What follows belongs to an exercise in optimizing a design on an open flow for small area; a production flow would make more cautious choices.
Only simulation tests tie the RTL to the original design; equivalence was not proved.
The flow treats the clock pin as an ideal source. Dropping or thinning the clock tree relies on that and would not hold on a real chip.

## fjord
==> flow/design.v <==
module smoothing (clk, reset, data, smooth);
	input logic clk, reset;
	input logic [11:0] data;
	output logic [11:0] smooth;
	logic [1523:0] hist;
	logic [11:0] nold;
	logic [18:0] sum;
	assign smooth = sum[18:7];
	logic [6:0] lfsr;
	logic late;
	logic full_next;
	assign full_next = late & ~reset;
	logic [12:0] tc;
	logic [11:0] t;
	logic [12:0] rc;
	logic [11:0] lo;
	assign tc[0] = 1'b1;
	assign rc[0] = 1'b0;
	genvar g;
	generate
		for (g = 0; g < 12; g++) begin : sub
			assign t[g] = data[g] ^ nold[g] ^ tc[g];
			assign tc[g+1] = (data[g] & nold[g]) | (data[g] & tc[g]) | (nold[g] & tc[g]);
			assign lo[g] = sum[g] ^ t[g] ^ rc[g];
			assign rc[g+1] = (sum[g] & t[g]) | (sum[g] & rc[g]) | (t[g] & rc[g]);
		end
	endgenerate
	logic down;
	logic [7:0] uc;
	logic [6:0] hi;
	assign down = ~tc[12];
	assign uc[0] = rc[12];
	generate
		for (g = 0; g < 7; g++) begin : upd
			assign hi[g] = sum[12+g] ^ down ^ uc[g];
			assign uc[g+1] = (sum[12+g] & down) | (sum[12+g] & uc[g]) | (down & uc[g]);
		end
	endgenerate
	always_ff @(posedge clk) begin
		hist <= {hist[1511:0], data};
		nold <= ~(hist[1523:1512] & {12{full_next}});
		if (reset) begin
			lfsr <= 0;
			late <= 0;
			sum <= 0;
		end
		else begin
			lfsr <= {lfsr[5:0], ~(lfsr[6] ^ lfsr[5])};
			if (lfsr == 7'b1000000) late <= 1'b1;
			sum <= {hi, lo};
		end
	end
endmodule
Settings: LEC_CHECK=0, ABC_AREA=1, CAP_MARGIN=20, CORE_MARGIN=2, CORE_UTILIZATION=70, SLEW_MARGIN=20; clock period 20.0 ns.
standard.sh (not shown) runs the stock make flow with config.mk's settings and CLKGATE_MAP_FILE= SYNTH_SCRIPT=/design/flow/synth_recipe.tcl, a recipe that flattens the netlist after the stock synthesis.
==> flow/flow/run.sh <==
#!/bin/bash
# Standard layout, with the clock tree built without dummy loads, its leaves
# adjusted to the clock-pin slew limit (post_cts.tcl), and smaller port
# buffers. Each make step's log is
# under orfs/logs; make's own output goes to make.log here.
set -euo pipefail
here=$(cd "$(dirname "$0")" && pwd)
export CTS_ARGS="-sink_clustering_enable -repair_clock_nets -dont_use_dummy_load -buf_list {sky130_fd_sc_hd__clkbuf_16} -sink_clustering_size 36 -sink_clustering_max_diameter 60"
export POST_CTS_TCL="$here/post_cts.tcl"
export BUFFER_PORTS_ARGS="-buffer_cell sky130_fd_sc_hd__buf_1"
bash standard.sh > make.log 2>&1
==> flow/flow/post_cts.tcl <==
set limit 0.123
set max_sinks 38
set down_limit 0.112
set sizes {sky130_fd_sc_hd__clkbuf_2 sky130_fd_sc_hd__clkbuf_4 sky130_fd_sc_hd__clkbuf_8}
set block [ord::get_db_block]

proc net_sink_slew {net} {
  set worst 0
  foreach p [get_pins -of_objects $net -filter "direction==input"] {
    set s [get_property $p slew_max]
    if {$s > $worst} { set worst $s }
  }
  return $worst
}
proc leaf_nets {} {
  set r {}
  foreach n [[ord::get_db_block] getNets] {
    if {[string match "clknet_leaf*" [$n getName]]} { lappend r $n }
  }
  return $r
}
proc sinks_of {dbnet} {
  set r {}
  foreach it [$dbnet getITerms] { if {[$it isInputSignal]} { lappend r $it } }
  return $r
}
proc driver_inst {dbnet} {
  foreach it [$dbnet getITerms] { if {[$it isOutputSignal]} { return [$it getInst] } }
  return ""
}
proc inst_xy {inst} {
  set b [$inst getBBox]
  return [list [expr {([$b xMin] + [$b xMax]) / 2.0}] [expr {([$b yMin] + [$b yMax]) / 2.0}]]
}

proc ckmeans {pts K C iters} {
  set N [llength $pts]
  set centres [list [lrange [lindex $pts 0] 0 1]]
  set dmin [lrepeat $N 1e18]
  while {[llength $centres] < $K} {
    lassign [lindex $centres end] cx cy
    set best -1; set bd -1
    for {set i 0} {$i < $N} {incr i} {
      lassign [lindex $pts $i] x y
      set d [expr {abs($x - $cx) + abs($y - $cy)}]
      if {$d < [lindex $dmin $i]} { lset dmin $i $d }
      if {[lindex $dmin $i] > $bd} { set bd [lindex $dmin $i]; set best $i }
    }
    lappend centres [lrange [lindex $pts $best] 0 1]
  }
  for {set it 0} {$it < $iters} {incr it} {
    set pairs {}
    for {set i 0} {$i < $N} {incr i} {
      lassign [lindex $pts $i] x y
      for {set k 0} {$k < $K} {incr k} {
        lassign [lindex $centres $k] cx cy
        lappend pairs [list [expr {abs($x - $cx) + abs($y - $cy)}] $i $k]
      }
    }
    set pairs [lsort -real -index 0 $pairs]
    set asg [lrepeat $N -1]
    set cnt [lrepeat $K 0]
    set left $N
    foreach pr $pairs {
      lassign $pr d i k
      if {[lindex $asg $i] >= 0} continue
      if {[lindex $cnt $k] >= $C} continue
      lset asg $i $k
      lset cnt $k [expr {[lindex $cnt $k] + 1}]
      incr left -1
      if {$left == 0} break
    }
    set sx [lrepeat $K 0.0]; set sy [lrepeat $K 0.0]
    for {set i 0} {$i < $N} {incr i} {
      set k [lindex $asg $i]
      lassign [lindex $pts $i] x y
      lset sx $k [expr {[lindex $sx $k] + $x}]
      lset sy $k [expr {[lindex $sy $k] + $y}]
    }
    set centres {}
    for {set k 0} {$k < $K} {incr k} {
      set c [lindex $cnt $k]
      if {$c == 0} { set c 1 }
      lappend centres [list [expr {[lindex $sx $k] / $c}] [expr {[lindex $sy $k] / $c}]]
    }
  }
  return [list $centres $asg]
}
proc apply {centres asg} {
  upvar its its bufs bufs
  set used {}; set chosen {}
  foreach c $centres {
    lassign $c cx cy
    set best ""; set bd 1e18
    foreach b $bufs {
      if {[lsearch -exact $used [$b getName]] >= 0} continue
      lassign [inst_xy $b] x y
      set d [expr {abs($x - $cx) + abs($y - $cy)}]
      if {$d < $bd} { set bd $d; set best $b }
    }
    lappend used [$best getName]; lappend chosen $best
    set w [[$best getMaster] getWidth]; set h [[$best getMaster] getHeight]
    $best setLocation [expr {int($cx - $w / 2)}] [expr {int($cy - $h / 2)}]
  }
  set i 0
  foreach it $its {
    set net [[[lindex $chosen [lindex $asg $i]] findITerm X] getNet]
    $it disconnect; $it connect $net; incr i
  }
  return $chosen
}
proc restore {} {
  upvar its its orig_net orig_net bufs bufs orig_loc orig_loc
  set i 0; foreach it $its { $it disconnect; $it connect [lindex $orig_net $i]; incr i }
  set i 0; foreach b $bufs { lassign [lindex $orig_loc $i] x y; $b setLocation $x $y; incr i }
}
estimate_parasitics -placement
set leaves [leaf_nets]
set bufs {}
foreach n $leaves { lappend bufs [driver_inst $n] }
set pts {}; set its {}
foreach n $leaves {
  foreach it [sinks_of $n] {
    lassign [inst_xy [$it getInst]] x y
    lappend pts [list $x $y]; lappend its $it
  }
}
set orig_net {}; foreach it $its { lappend orig_net [$it getNet] }
set orig_loc {}; foreach b $bufs { lappend orig_loc [$b getLocation] }
set N [llength $pts]
set chosen ""
for {set K [expr {($N + $max_sinks - 1) / $max_sinks}]} {$K < [llength $bufs]} {incr K} {
  lassign [ckmeans $pts $K $max_sinks 15] centres asg
  set chosen [apply $centres $asg]
  detailed_placement
  estimate_parasitics -placement
  set worst 0
  foreach b $chosen {
    set s [net_sink_slew [get_nets [[[$b findITerm X] getNet] getName]]]
    if {$s > $worst} { set worst $s }
  }
  puts "post_cts: $K leaf clusters of at most $max_sinks: worst slew [format %.3f $worst]"
  if {$worst <= $limit + 0.004} break
  restore
  set chosen ""
  if {$K >= [expr {($N + $max_sinks - 1) / $max_sinks}] + 4} break
}
if {$chosen ne ""} {
  set removed 0
  foreach b $bufs {
    if {[lsearch -exact $chosen $b] >= 0} continue
    set net [[$b findITerm X] getNet]
    [$b findITerm A] disconnect
    [$b findITerm X] disconnect
    odb::dbInst_destroy $b
    if {$net ne "NULL"} { odb::dbNet_destroy $net }
    incr removed
  }
  puts "post_cts: removed $removed leaf buffers"
} else {
  detailed_placement
  puts "post_cts: kept CTS's leaves"
}

set saved 0
foreach net [leaf_nets] {
  set inst [driver_inst $net]
  set master [[$inst getMaster] getName]
  set sinst [get_cells [$inst getName]]
  foreach cand $sizes {
    replace_cell $sinst $cand
    if {[net_sink_slew [get_nets [$net getName]]] <= $down_limit} {
      puts "post_cts: [$inst getName] $master -> $cand ([llength [sinks_of $net]] sinks)"
      incr saved
      break
    }
    replace_cell $sinst $master
  }
}
puts "post_cts: downsized $saved leaf clock buffers"
detailed_placement
estimate_parasitics -placement
# Offload: while a leaf's worst clock-pin slew is over the limit, hand its
# flip-flop farthest from its buffer to the nearest other leaf buffer whose
# slew stays under the limit with it.
proc leaf_slew {name} { return [net_sink_slew [get_nets $name]] }
set moves 0
set fails 0
set over 1
while {$over && $moves < 400} {
  set over 0
  foreach n [leaf_nets] {
    set name [$n getName]
    if {[leaf_slew $name] <= $limit} continue
    set over 1
    lassign [inst_xy [driver_inst $n]] bx by
    set far ""; set fd -1
    foreach it [sinks_of $n] {
      lassign [inst_xy [$it getInst]] x y
      set d [expr {abs($x - $bx) + abs($y - $by)}]
      if {$d > $fd} { set fd $d; set far $it }
    }
    lassign [inst_xy [$far getInst]] x y
    set cands {}
    foreach n2 [leaf_nets] {
      if {[$n2 getName] eq $name} continue
      lassign [inst_xy [driver_inst $n2]] x2 y2
      lappend cands [list [expr {abs($x2 - $x) + abs($y2 - $y)}] [$n2 getName]]
    }
    set done 0
    foreach c [lrange [lsort -real -index 0 $cands] 0 3] {
      set t [lindex $c 1]
      $far disconnect
      $far connect [$block findNet $t]
      estimate_parasitics -placement
      if {[leaf_slew $t] <= $limit} { set done 1; incr moves; break }
      $far disconnect
      $far connect $n
    }
    if {!$done} { incr fails; estimate_parasitics -placement }
    if {$fails > 50} { set over 0; break }
  }
}
set worst 0
foreach n [leaf_nets] { set s [leaf_slew [$n getName]]; if {$s > $worst} { set worst $s } }
puts "post_cts: moved $moves flip-flops between leaves ($fails failed tries), worst slew [format %.3f $worst]"
check_placement -verbose
fjord completed every stage of the flow, and the final layout passed the timing, design-rule and antenna checks.
[inputs] sierra vs fjord
- swapping 70 for 78 in CORE_UTILIZATION
-- flow/flow/post_cts.tcl --
<<< fjord, line 1
set limit 0.123
set max_sinks 38
set down_limit 0.112
>>> sierra, line 1
set limit 0.121
set max_sinks 36
set down_limit 0.112
- Diff fjord -> sierra: chip height lower; placement-stage cell area roughly the same; synthesized area per cell roughly the same.
- The log for sierra ends in clock tree synthesis (4_1_cts) with error DPL-0033, so the run never completed.
- fjord → sierra: site row count down 4; placement-stage worst setup slack down 0.28 ns; net count of the mapped netlist flat; die span in x down 5.2%; synthesized instance count flat.
Inputs modified between sierra and xenon:
- changing CORE_UTILIZATION from 78 to 70
Findings:
- xenon: PASS, flow complete, no timing, DRC or antenna violations
- Taking sierra as the reference, in xenon placer's final routability congestion estimate went up; number of clock sinks seen by CTS did not really move; setup slack at placement went up; vertical die dimension went up.
- xenon ends up with higher number of placed instances, taps included than sierra does.
- On xenon: effective utilization at floorplan is 8.1 points lower than what sierra gave.

## re-timing with driven ports
Ports are ideal in the flow. The routed layouts listed here were re-timed in OpenROAD. Step 1, drivers: a clkbuf_16 drives clk and a buf_2 each remaining input, both assumed. Step 2 adds t to the input delays and takes it off the output delays; t is the mean of the earliest and latest rising clock arrival at the registers after step 1. Input paths then give back, and output paths get back, about the clock's delay inside the block. Three values: no drivers, after step 1, after step 2; two values: the first two.
run | t, ns | setup WS [ns] | worst slew at a driven data input, ns
fjord | 0.659 | 8.494 / 8.526 / 7.866 | 0.05
xenon | 0.662 | 8.509 / 8.541 / 7.879 | 0.04
After both steps every run listed still meets setup and hold. The setup slack of xenon, which loses most, moves by +0.032 ns with the drivers and by -0.630 ns with both steps.
